What follows belongs to an exercise in optimizing a design on an open flow for small area, a short achievable clock period and few clock cycles per item; a production flow would make more cautious choices. At most, simulation tests tie the RTL to the original design; equivalence was not proved.

==> inputs of trial 38 <==
==> flow/design.v <==
module VECTOR_MODE (
  input  signed [12:0] x,
  output signed [12:0] y
);
  wire signed [22:0] xe = x;
  wire signed [22:0] p  = (xe <<< 9) + (xe <<< 7) - (xe <<< 4) - (xe <<< 1);
  assign y = p[22:10];
endmodule
module ROTATION_MODE (
  input  signed [12:0] in_X,
  input  signed [12:0] in_Y,
  input         [2:0]  kx_n,
  input         [2:0]  ky,
  input                sgn_x,
  input                sgn_y,
  output signed [12:0] out_X,
  output signed [12:0] out_Y
);
  wire signed [12:0] ys = in_Y >>> ky;
  wire signed [12:0] xs = in_X >>> (~kx_n);
  assign out_X = in_X + (ys ^ {13{~sgn_x}}) + {12'd0, ~sgn_x};
  assign out_Y = in_Y + (xs ^ {13{sgn_y}})  + {12'd0, sgn_y};
endmodule
module QR_CORDIC (
    input          clk,
    input          rst_n,
    input          valid,
    output         out_vallid,
    input  [51:0]  in,
    output [51:0]  out
);
reg [3:0] loaded;    
reg       acc;       
reg [2:0] taken;     
reg       vin;       
reg [51:0] in_r;     
reg [3:0] k;         
reg [3:0] s;         
reg       done0;     
reg [1:0] wcnt;      
reg       outst;     
reg [2:0] ocnt;
wire ld     = vin;
wire ld_first  = ld & (loaded == 4'd0);
wire ld_second = ld & (loaded == 4'd1);
wire ld_rest   = ld & (loaded[3:1] != 3'd0);
wire outrot = outst;
assign out_vallid = outst;
wire [3:0] loaded_n = loaded + {3'd0, ld};
wire issue = ~done0 & ((s != 4'd1) | ((k == 4'd0) ? (loaded_n >= 4'd2) :
                                       (k == 4'd7) ? loaded_n[3] : 1'b1));
wire last_out = outst & (ocnt == 3'd7);
wire [3:0] act0;
assign act0[0] = (s >= 4'd1) & (s <= 4'd7);
assign act0[1] = (s >= 4'd3) & (s <= 4'd8);
assign act0[2] = (s >= 4'd5) & (s <= 4'd9);
assign act0[3] = (s >= 4'd7) & (s <= 4'd10);
reg  [9:0] ctl0, ctl1, ctl2, ctl3;
wire [9:0] ctl0_n = (issue & ~last_out) ? {k == 4'd7, ~k[3], k[3], k[2:0], act0} : 10'd0;
always @(posedge clk or negedge rst_n) begin
  if (!rst_n) begin
    loaded <= 4'd0;
    acc    <= 1'b1;
    taken  <= 3'd0;
    vin    <= 1'b0;
    k      <= 4'd0;
    s      <= 4'd1;
    done0  <= 1'b0;
    wcnt   <= 2'd0;
    outst  <= 1'b0;
    ocnt   <= 3'd0;
    ctl0   <= 10'd0;
    ctl1   <= 10'd0;
    ctl2   <= 10'd0;
    ctl3   <= 10'd0;
  end else begin
    ctl1 <= ctl0;
    ctl2 <= ctl1;
    ctl3 <= ctl2;
    if (last_out) begin
      loaded <= 4'd0;
      acc    <= 1'b1;
      taken  <= 3'd0;
      vin    <= 1'b0;
      k      <= 4'd0;
      s      <= 4'd1;
      done0  <= 1'b0;
      wcnt   <= 2'd0;
      outst  <= 1'b0;
      ocnt   <= 3'd0;
      ctl0   <= 10'd0;
    end else begin
      loaded <= loaded_n;
      vin <= valid & acc;
      if (valid & acc) begin
        taken <= taken + 3'd1;
        if (taken == 3'd7) acc <= 1'b0;
      end
      ctl0 <= ctl0_n;
      if (issue) begin
        if (k == 4'd8) begin
          k <= 4'd0;
          s <= s + 4'd1;
          if (s == 4'd10) done0 <= 1'b1;
        end else begin
          k <= k + 4'd1;
        end
      end
      if (done0 & ~outst) begin
        wcnt <= wcnt + 2'd1;
        if (wcnt == 2'd2) outst <= 1'b1;
      end
      if (outst) ocnt <= ocnt + 3'd1;
    end
  end
end
wire [39:0] ctl = {ctl3, ctl2, ctl1, ctl0};
always @(posedge clk) in_r <= in;
wire [39:0] ctl_n = {ctl2, ctl1, ctl0, ctl0_n};
wire [415:0] R;
wire [207:0] BX, BY;
wire [51:0] SX, SY;
wire [3:0] sgnv;
reg  [2:0] sd0, sd0_n;
reg  [1:0] sd1, sd1_n;
reg        sd2, sd2_n;
always @(posedge clk) begin
  sd0   <= {sd0[1:0], sgnv[0]};
  sd0_n <= {sd0_n[1:0], ~sgnv[0]};
  sd1   <= {sd1[0], sgnv[1]};
  sd1_n <= {sd1_n[0], ~sgnv[1]};
  sd2   <= sgnv[2];
  sd2_n <= ~sgnv[2];
end
genvar c, j, p;
generate
  for (j = 0; j < 4; j = j + 1) begin : g_stage
    wire [12:0] vx = R[(8*j + 2*j) * 13 +: 13];
    wire [12:0] vy = R[(8*j + ((2*j + 7) % 8)) * 13 +: 13];
    assign sgnv[j] = vx[12] ^ vy[12];
    wire [12:0] mx = ({13{ctl[ 9]}} & BX[(4*0 + j) * 13 +: 13])
                   | ({13{ctl[19]}} & BX[(4*1 + j) * 13 +: 13])
                   | ({13{ctl[29]}} & BX[(4*2 + j) * 13 +: 13])
                   | ({13{ctl[39]}} & BX[(4*3 + j) * 13 +: 13]);
    wire [12:0] my = ({13{ctl[ 9]}} & BY[(4*0 + j) * 13 +: 13])
                   | ({13{ctl[19]}} & BY[(4*1 + j) * 13 +: 13])
                   | ({13{ctl[29]}} & BY[(4*2 + j) * 13 +: 13])
                   | ({13{ctl[39]}} & BY[(4*3 + j) * 13 +: 13]);
    reg [12:0] sxin, syin;
    always @(posedge clk) begin
      sxin <= mx;
      syin <= my;
    end
    VECTOR_MODE u_sx (.x(sxin), .y(SX[j*13 +: 13]));
    VECTOR_MODE u_sy (.x(syin), .y(SY[j*13 +: 13]));
  end
  for (c = 0; c < 4; c = c + 1) begin : g_col
    wire       step = ctl[c*10 + 8];
    wire       rot  = ctl[c*10 + 7];
    wire [3:0] act  = ctl[c*10 +: 4];
    for (j = 0; j < 4; j = j + 1) begin : g_cell
      if (j <= c) begin : g_on
        wire sgx, sgy;
        if (c == j) begin : g_vec
          assign sgx = sgnv[j];
          assign sgy = sgnv[j];
        end else if (j == 0) begin : g_r0
          assign sgx = sd0[c-1];
          assign sgy = ~sd0_n[c-1];
        end else if (j == 1) begin : g_r1
          assign sgx = sd1[c-2];
          assign sgy = ~sd1_n[c-2];
        end else begin : g_r2
          assign sgx = sd2;
          assign sgy = ~sd2_n;
        end
        reg [2:0] kx_n, ky;
        always @(posedge clk) begin
          ky   <=   ctl_n[c*10 + 4 +: 3] & {3{ctl_n[c*10 + j]}};
          kx_n <= ~(ctl_n[c*10 + 4 +: 3] & {3{ctl_n[c*10 + j]}});
        end
        ROTATION_MODE u_bf (
          .in_X  (R[(8*c + 2*j) * 13 +: 13]),
          .in_Y  (R[(8*c + ((2*j + 7) % 8)) * 13 +: 13]),
          .kx_n  (kx_n),
          .ky    (ky),
          .sgn_x (sgx),
          .sgn_y (sgy),
          .out_X (BX[(4*c + j) * 13 +: 13]),
          .out_Y (BY[(4*c + j) * 13 +: 13])
        );
      end else begin : g_off
        assign BX[(4*c + j) * 13 +: 13] = 13'd0;
        assign BY[(4*c + j) * 13 +: 13] = 13'd0;
      end
    end
    for (p = 0; p < 8; p = p + 1) begin : g_pos
      localparam integer SRC = (p + 7) % 8;        
      localparam integer OWN = p / 2;              
      localparam integer CMP = ((p + 1) % 8) / 2;  
      reg [12:0] q;
      assign R[(8*c + p) * 13 +: 13] = q;
      wire [12:0] prev = R[(8*c + SRC) * 13 +: 13];
      wire [12:0] scl  = (p % 2 == 1) ? SX[OWN*13 +: 13] : SY[OWN*13 +: 13];
      wire [12:0] bfo  = (p % 2 == 0) ? BX[(4*c + CMP) * 13 +: 13] : BY[(4*c + CMP) * 13 +: 13];
      wire own_on = (OWN <= c) && act[OWN];
      wire cmp_on = (CMP <= c) && act[CMP];
      wire wr_in  = (p == 0) ? ld_first : (p == 7) ? ld_second : (p == 1) ? ld_rest : 1'b0;
      wire wr_sh  = (p >= 2 && p <= 6) ? ld_rest : 1'b0;
      always @(posedge clk) begin
        if (wr_in)
          q <= in_r[13*c +: 13];
        else if (wr_sh | (outrot & ~rot) | (rot & ~own_on))
          q <= prev;
        else if (rot)
          q <= scl;
        else if (step & cmp_on)
          q <= bfo;
      end
    end
  end
endgenerate
assign out = {R[(8*3 + 1) * 13 +: 13], R[(8*2 + 2) * 13 +: 13],
              R[(8*1 + 2) * 13 +: 13], R[(8*0 + 2) * 13 +: 13]};
endmodule
==> flow/run.sh <==
#!/bin/bash
# synth_recipe.tcl (not shown) runs the flow's synth.tcl, then flattens the netlist and writes it again
# the make line also repeats each setting of config.mk as NAME=value (left out here)
make -C /OpenROAD-flow-scripts/flow DESIGN_CONFIG=/design/flow/config.mk WORK_HOME=/design/flow/orfs CLKGATE_MAP_FILE= SYNTH_SCRIPT=/design/flow/synth_recipe.tcl finish
==> flow/config.mk <==
export PLATFORM = sky130hd
export DESIGN_NAME = QR_CORDIC
export DESIGN_NICKNAME = QR_CORDIC
export VERILOG_FILES = /design/flow/design.v
export SDC_FILE = /design/flow/constraint.sdc
export NUM_CORES = 4
export LEC_CHECK = 0
export ABC_AREA = 1
export CAP_MARGIN = 20
export CORE_MARGIN = 2
export CORE_UTILIZATION = 55
export PLACE_DENSITY = 0.7
export SLEW_MARGIN = 20
==> flow/constraint.sdc <==
create_clock -name core_clock -period 13.0 [get_ports {clk}]
set_input_delay 2.6000 -clock core_clock [delete_from_list [all_inputs] [get_ports {clk}]]
set_output_delay 2.6000 -clock core_clock [all_outputs]
set_load 0.01 [all_outputs]
==> build 70: changes against trial 38 <==
--- a/flow/design.v
+++ b/flow/design.v
@@ -50,6 +50,7 @@
 wire issue = ~done0 & ((s != 4'd1) | ((k == 4'd0) ? (loaded_n >= 4'd2) :
                                        (k == 4'd7) ? loaded_n[3] : 1'b1));
 wire last_out = outst & (ocnt == 3'd7);
+wire outst_n = ~last_out & (outst | (done0 & (wcnt == 2'd2)));
 wire [3:0] act0;
 assign act0[0] = (s >= 4'd1) & (s <= 4'd7);
 assign act0[1] = (s >= 4'd3) & (s <= 4'd8);
@@ -118,6 +119,7 @@
 always @(posedge clk) in_r <= in;
 wire [39:0] ctl_n = {ctl2, ctl1, ctl0, ctl0_n};
 wire [415:0] R;
+wire [51:0] O;
 wire [207:0] BX, BY;
 wire [51:0] SX, SY;
 wire [3:0] sgnv;
@@ -207,19 +209,18 @@
       wire cmp_on = (CMP <= c) && act[CMP];
       wire wr_in  = (p == 0) ? ld_first : (p == 7) ? ld_second : (p == 1) ? ld_rest : 1'b0;
       wire wr_sh  = (p >= 2 && p <= 6) ? ld_rest : 1'b0;
-      always @(posedge clk) begin
-        if (wr_in)
-          q <= in_r[13*c +: 13];
-        else if (wr_sh | (outrot & ~rot) | (rot & ~own_on))
-          q <= prev;
-        else if (rot)
-          q <= scl;
-        else if (step & cmp_on)
-          q <= bfo;
+      wire [12:0] qn = wr_in ? in_r[13*c +: 13] :
+                       (wr_sh | (outrot & ~rot) | (rot & ~own_on)) ? prev :
+                       rot ? scl :
+                       (step & cmp_on) ? bfo : q;
+      always @(posedge clk) q <= qn;
+      if (p == ((c == 3) ? 1 : 2)) begin : g_out
+        reg [12:0] qo;
+        always @(posedge clk) if (outst_n) qo <= qn;
+        assign O[13*c +: 13] = qo;
       end
     end
   end
 endgenerate
-assign out = {R[(8*3 + 1) * 13 +: 13], R[(8*2 + 2) * 13 +: 13],
-              R[(8*1 + 2) * 13 +: 13], R[(8*0 + 2) * 13 +: 13]};
+assign out = O;
 endmodule
==> flow/flow/run.sh (new file) <==
#!/bin/bash
# The standard layout, with a tighter setup margin for ORFS's timing repair
# (after CTS and after global routing). The clock period and all constraints
# are the design's; only the repair aims further below them.
set -euo pipefail
export SETUP_SLACK_MARGIN=9.0
export TNS_END_PERCENT=100
bash standard.sh finish SETUP_SLACK_MARGIN=9.0 TNS_END_PERCENT=100 > standard_flow.log 2>&1
==> flow/standard.sh (new file) <==
#!/bin/bash
# synth_recipe.tcl (not shown) runs the flow's synth.tcl, then flattens the netlist and writes it again
# the make line also repeats each setting of config.mk as NAME=value (left out here)
make -C /OpenROAD-flow-scripts/flow DESIGN_CONFIG=/design/flow/config.mk WORK_HOME=/design/flow/orfs CLKGATE_MAP_FILE= SYNTH_SCRIPT=/design/flow/synth_recipe.tcl "${@:-finish}"
--- a/flow/config.mk
+++ b/flow/config.mk
@@ -10,4 +10,6 @@
 export CORE_MARGIN = 2
 export CORE_UTILIZATION = 55
 export PLACE_DENSITY = 0.7
+export SETUP_SLACK_MARGIN = 5
 export SLEW_MARGIN = 20
+export TNS_END_PERCENT = 100
removed: flow/run.sh
==> notes <==
Of trial 38 and build 70, build 70 has the higher maximum frequency (gap about 12%, measured against build 70).
In build 70 the register-to-register slack is higher than in trial 38, by 450 ps.
Against build 70, the synthesized area of trial 38 is lower by 2.1%.
Final area: trial 38 is lower than build 70 (2.9%).
==> figures <==
item	build 70	trial 38
Post-synth cell types	68	67
GP Congestion	1.08	1.08
Mean area per synthesized cell	7.17 sq um	7.05 sq um
Share of synthesized cell area in and, or, nand and nor gates	25.4%	25.5%
Sequential fraction of total cell area	27.3%	26.6%
Dpl hpwl	218 mm	211 mm
Xor and xnor fraction of the mapped netlist area	5.42%	5.85%
Result of the run	finished clean	finished clean
Mux share of post-synthesis cell area	0.556%	0.445%
DR WL met2	114 mm	109 mm
Number of antenna cells inserted	15	5
Met1 layer wirelength in the final routing	106 mm	104 mm
Testbench counts of build 70, summed over its fixed seeds: cycles 32,960, items 320.
For trial 38, only the layout was checked, not whether the RTL still works.

## re-timing with driven ports
How much do the figures lean on ideal ports? The routed layouts below were timed once more, with nothing changed but the port constraints.
Step 1: set_driving_cell puts a clkbuf_16 on clk and a buf_2 on each other input, an assumption about the parent block.
Step 2 times the ports against the registers' clock, not the clock port: input delays grow and output delays shrink by t, the midpoint of the rising clock arrivals with the driver on.
a / b / c = ideal ports / drivers / drivers and shift; a / b = the first two.
run | t (ns) | setup WS [ns] | hold slack, ns | slew at the worst register clock pin (ns)
trial 38 | 0.778 | 8.273 / 8.194 / 8.624 | 0.376 / 0.376 / 0.376 | 0.07 / 0.07
build 70 | 0.793 | 8.826 / 8.749 / 9.069 | 0.363 / 0.363 / 0.363 | 0.07 / 0.07
After both steps setup and hold are still met in every run listed.
